Background: an optimization exercise with open tools, aiming at small area. Do not read the settings as production practice.
In this exercise RTL edits were held to simulation tests only and were not proved equivalent to the original.
No activity file was given, so power comes from the tool's default toggle rates.

Setup of job 2227:
==> flow/design.v <==
`timescale 1ns / 1ps
module clk_manager(
			input clk_i,
			input rst_i,           
			output tick_o,         
			output car_o,          
			output step_o,         
			output clr_o           
    );
	reg [2:0] c8;
	reg [2:0] c5;
	reg [5:0] c63;
	always @(posedge clk_i) begin
		if (rst_i) begin
			c8  <= 3'd0;
			c5  <= 3'b000;
			c63 <= 6'b000001;
		end else begin
			c8  <= {c8[2] ^ (c8[1] & c8[0]), c8[1] ^ c8[0], !c8[0]};
			c5  <= {c5[1], c5[0], !(c5[2] & (c5[1] | c5[0]))};
			c63 <= {c63[4:0], c63[5] ^ c63[4]};
		end
	end
	assign tick_o = !c8[0] &&  c5[1] && !c5[0];             
	assign car_o  =  c8[0] && !c5[2] &&  c5[1];             
	assign step_o = c8[2] && !c8[1] && !c8[0] && (c63 == 6'b000001);
	assign clr_o  = !c5[2] && !c5[0];                       
endmodule
`timescale 1ns / 1ps
module quadenc(
			input clk_in,
			input en_in,
			input rst_in,          
			input a_in,
			input b_in,
			output mv_cw_o,
			output mv_acw_o
    );
	reg a_s, b_s;              
	reg [2:0] a_r, b_r;        
	reg a_v, b_v;              
	reg a_u, b_u;              
	reg [1:0] mv;              
	wire a_same = (a_in == a_s);
	wire b_same = (b_in == b_s);
	wire a_sat = &a_r;
	wire b_sat = &b_r;
	wire a_f = a_r[0] ? (a_r[1] | a_r[2]) : !a_r[2];
	wire b_f = b_r[0] ? (b_r[1] | b_r[2]) : !b_r[2];
	wire [2:0] a_rn = a_same ? {a_r[1:0], a_f} : 3'b110;
	wire [2:0] b_rn = b_same ? {b_r[1:0], b_f} : 3'b110;
	always @(posedge clk_in) begin
		if (rst_in) begin
			a_s <= 1'b0; b_s <= 1'b0;
			a_r <= 3'd7; b_r <= 3'd7;
			a_v <= 1'b0; b_v <= 1'b0;
			a_u <= 1'b0; b_u <= 1'b0;
		end else if (en_in) begin
			a_s <= a_in;
			b_s <= b_in;
			a_r <= a_rn;
			b_r <= b_rn;
			if (a_sat) a_v <= a_s;
			if (b_sat) b_v <= b_s;
			a_u <= a_v;
			b_u <= b_v;
		end
	end
	always @(posedge clk_in) begin
		if (en_in) begin
			mv[1] <= !mv[1] && !mv[0] && (a_u ^ b_u);
			mv[0] <= a_u | ((mv[1] | mv[0]) && b_u);
		end
	end
	assign mv_cw_o  = mv[1] & !mv[0];
	assign mv_acw_o = mv[1] &  mv[0];
endmodule
`timescale 1ns / 1ps
module game_engine(
		input clk_in,
		input rst_in,          
		input step_in,         
		input car_in,          
		input mv_cw_in,
		input mv_acw_in,
		input clr_in,          
		output [127:0] line1_out,
		output [127:0] line2_out
    );
	localparam [127:0] MSG  = "  Game  Over    ";
	localparam [15:0] ENV1 = 16'b0010_0000_0001_0000;  
	localparam [15:0] ENV2 = 16'b0000_0010_0000_0010;  
	reg [3:0] q;               
	reg loaded;                
	reg [1:0] st;              
	wire over = st[1] & st[0];
	wire [3:0] dlo = {q[1] & q[0], q[1] & !q[0], !q[1] & q[0], !q[1] & !q[0]};
	wire [3:0] dhi = {4{!over}} & {q[3] & q[2], q[3] & !q[2], !q[3] & q[2], !q[3] & !q[2]};
	wire [3:0] dhl = {4{loaded}} & dhi;
	wire [15:0] m, ml;         
	genvar j;
	generate
	for (j = 0; j < 16; j = j + 1) begin : dec
		assign m[j]  = dlo[j % 4] & dhi[j / 4];
		assign ml[j] = dlo[j % 4] & dhl[j / 4];
	end
	endgenerate
	wire hit1 = ml[4] | ml[13];
	wire hit2 = ml[1] | ml[9];
	always @(posedge clk_in) begin
		if (rst_in) begin
			q <= 4'd0;
			loaded <= 1'b0;
			st <= 2'd0;
		end else begin
			if (step_in) begin
				q <= {q[3] ^ (q[2] & q[1] & q[0]), q[2] ^ (q[1] & q[0]), q[1] ^ q[0], !q[0]};
				loaded <= loaded | (&q);
			end
			if ((st == 2'd1 && hit1) || (st == 2'd2 && hit2)) st <= 2'd3;
			else if (!over && car_in) begin
				if (mv_acw_in) st <= 2'd2;
				else if (mv_cw_in) st <= 2'd1;
			end
		end
	end
	wire [15:1] ge;
	assign ge[8]  = q[3];
	assign ge[4]  = q[3] | q[2];
	assign ge[12] = q[3] & q[2];
	assign ge[2]  = ge[4] | q[1];
	assign ge[6]  = q[3] | (q[2] & q[1]);
	assign ge[10] = q[3] & (q[2] | q[1]);
	assign ge[14] = ge[12] & q[1];
	assign ge[1]  = ge[2] | q[0];
	assign ge[3]  = ge[4] | (q[1] & q[0]);
	assign ge[5]  = q[3] | (q[2] & (q[1] | q[0]));
	assign ge[7]  = q[3] | (q[2] & q[1] & q[0]);
	assign ge[9]  = q[3] & (q[2] | q[1] | q[0]);
	assign ge[11] = q[3] & (q[2] | (q[1] & q[0]));
	assign ge[13] = ge[12] & (q[1] | q[0]);
	assign ge[15] = ge[14] & q[0];
	genvar i;
	generate
	for (i = 1; i < 16; i = i + 1) begin : pos
		wire g1 = (i > 4  ? m[(20 - i) % 16] : ml[(20 - i) % 16]) |
		          (i > 13 ? m[(29 - i) % 16] : ml[(29 - i) % 16]);
		wire g2 = (i > 1  ? m[(17 - i) % 16] : ml[(17 - i) % 16]) |
		          (i > 9  ? m[(25 - i) % 16] : ml[(25 - i) % 16]);
		wire vis = loaded | ge[16 - i];
		wire b5 = MSG[8*i+5] ? (over | vis) : (!over & vis);
		wire [7:0] msg = MSG[8*i+7:8*i];
		assign line1_out[8*i+7:8*i] = {1'b0, msg[6] & over, b5,
		                               msg[4] ? (over | g1) : g1, msg[3] ? (over | g1) : g1,
		                               msg[2] ? (over | g1) : g1, msg[1] ? (over | g1) : g1,
		                               msg[0] & over};
		assign line2_out[8*i+7:8*i] = {1'b0, msg[6] & over, b5,
		                               msg[4] ? (over | g2) : g2, msg[3] ? (over | g2) : g2,
		                               msg[2] ? (over | g2) : g2, msg[1] ? (over | g2) : g2,
		                               msg[0] & over};
	end
	endgenerate
	assign line1_out[7:0] = clr_in ? 8'h00 : (st == 2'd1) ? "<" : " ";
	assign line2_out[7:0] = clr_in ? 8'h00 : (st == 2'd2) ? "<" : (st == 2'd0) ? 8'h60 : " ";
endmodule
`timescale 1ns / 1ps
module quad_game_top(
			input clk_in,
			input rst_in,
			input a_in,
			input b_in,
			output [127:0] line1_out,
			output [127:0] line2_out
    );
wire enc_tick, car_slot, step, clr;
wire mv_cw, mv_acw;
		clk_manager clkdiv (
				.clk_i(clk_in),
				.rst_i(rst_in),
				.tick_o(enc_tick),
				.car_o(car_slot),
				.step_o(step),
				.clr_o(clr)
				);
		quadenc qenc (
				.clk_in(clk_in),
				.en_in(enc_tick),
				.rst_in(rst_in),
				.a_in(a_in),
				.b_in(b_in),
				.mv_cw_o(mv_cw),
				.mv_acw_o(mv_acw)
		);
game_engine gameEngine(
		.clk_in(clk_in),
		.rst_in(rst_in),
		.step_in(step),
		.car_in(car_slot),
		.mv_cw_in(mv_cw),
		.mv_acw_in(mv_acw),
		.clr_in(clr),
		.line1_out(line1_out),
		.line2_out(line2_out)
    );
endmodule
==> flow/config.mk <==
export PLATFORM = sky130hd
export DESIGN_NAME = quad_game_top
export DESIGN_NICKNAME = quad_game_top
export VERILOG_FILES = /design/flow/design.v
export SDC_FILE = /design/flow/constraint.sdc
export NUM_CORES = 4
export LEC_CHECK = 0
export CAP_MARGIN = 20
export CORE_MARGIN = 2
export CORE_UTILIZATION = 40
export SLEW_MARGIN = 20
==> flow/constraint.sdc <==
create_clock -name core_clock -period 10.0 [get_ports {clk_in}]
set_input_delay 2.0000 -clock core_clock [delete_from_list [all_inputs] [get_ports {clk_in}]]
set_output_delay 2.0000 -clock core_clock [all_outputs]
set_load 0.01 [all_outputs]
standard.sh (not shown) runs the stock make flow with config.mk's settings and CLKGATE_MAP_FILE= SYNTH_SCRIPT=/design/flow/synth_recipe.tcl, a recipe that flattens the netlist after the stock synthesis.
==> flow/flow/run.sh <==
#!/bin/bash
# Own layout flow: the standard synthesis and layout, except that every
# port buffer is a buf_1 and each output port that carries a constant gets
# a buf_1 of its own too, fed from shared tie cells (see const_ports.tcl).
set -euo pipefail
W=$(pwd)
bash standard.sh synth > "$W/synth.log" 2>&1
bash standard.sh SKIP_REPAIR_TIE_FANOUT=1 \
  "PRE_GLOBAL_PLACE_TCL=$W/flow/const_ports.tcl" \
  "BUFFER_PORTS_ARGS=-buffer_cell sky130_fd_sc_hd__buf_1" \
  finish > "$W/layout.log" 2>&1
Other scripts of this flow, unchanged in this note and not shown: flow/flow/const_ports.tcl
Job 2227: no failed stages, no open violations at the end
Modified inputs, job 491 compared to job 2227
==> flow/flow/run.sh <==
#!/bin/bash
# Own layout flow.
# Synthesis: the standard synthesis script (synth_recipe.tcl), with two
# changes to the combinational mapping only: no adder extraction
# (ADDER_MAP_FILE empty) and an area-oriented ABC script (abc_area.script).
# Registers, their names and their cells are those of the standard synthesis.
# Layout: the standard layout, except that every port buffer is a buf_1
# and each output port that carries a constant gets a buf_1 of its own too,
# fed from shared tie cells (see const_ports.tcl).
set -euo pipefail
W=$(pwd)
{
  head -n 1 synth_recipe.tcl
  cat <<EOT
set ::env(ADDER_MAP_FILE) ""
proc abc {args} {
  set i [lsearch -exact \$args -script]
  if { \$i >= 0 } { lset args [expr {\$i + 1}] $W/flow/abc_area.script }
  yosys abc {*}\$args
}
EOT
  tail -n +2 synth_recipe.tcl
} > "$W/own_synth.tcl"
bash standard.sh "SYNTH_SCRIPT=$W/own_synth.tcl" synth > "$W/synth.log" 2>&1
bash standard.sh SKIP_REPAIR_TIE_FANOUT=1 \
  "PRE_GLOBAL_PLACE_TCL=$W/flow/const_ports.tcl" \
  "BUFFER_PORTS_ARGS=-buffer_cell sky130_fd_sc_hd__buf_1" \
  "CTS_ARGS=-sink_clustering_enable -buf_list sky130_fd_sc_hd__clkbuf_4 -root_buf sky130_fd_sc_hd__clkbuf_4 -dont_use_dummy_load -repair_clock_nets" \
  finish > "$W/layout.log" 2>&1
==> flow/flow/abc_area.script (new file) <==
strash
dch -f
amap
topo
dnsize
==> comparison <==
Row sequential share of layout area: job 491 higher / job 2227 lower
When job 491 is set beside job 2227, its clock network fraction of total power turns out to be 9.3 points smaller.
Job 491 against job 2227: effective utilization at floorplan now larger, count of flip-flops with a built-in enable after synthesis saw little to no change, synthesized cell count lost 35.
Between job 2227 and job 491, the number of vias after detailed routing is lower for job 491.
Power attributed to combinational cells grows by a few percent when moving from job 2227 to job 491.
[job 491] simple-gate area share of the yosys netlist fell 2.2 points relative to job 2227
Of job 2227 and job 491, the higher post-route cell area belongs to job 2227.
A capture point of the critical path of line1_out[49] is what job 491 shows, while line1_out[45] belongs to job 2227.

-- what the ideal ports hide --
The flow's constraints put no driver on any port. The routed layouts listed below were extracted and timed again, unchanged, in two steps.
Step 1, drivers: a clkbuf_16 drives clk_in and a buf_2 each remaining input, both assumed.
Step 2 also shifts input and output timing later by t, the mid clock arrival at the registers, as if the neighbouring blocks saw the same clock.
Three values: ideal ports, drivers, drivers and shift; two values: the first two.
run | t, ns | setup WS [ns] | worst register clock-pin slew, ns | pins driven straight from the clock port
job 2227 | 0.309 | 5.292 / 5.267 / 5.576 | 0.07 / 0.07 | 1
job 491 | 0.340 | 4.923 / 4.901 / 5.241 | 0.10 / 0.10 | 1
After both steps setup and hold are still met in every run listed.
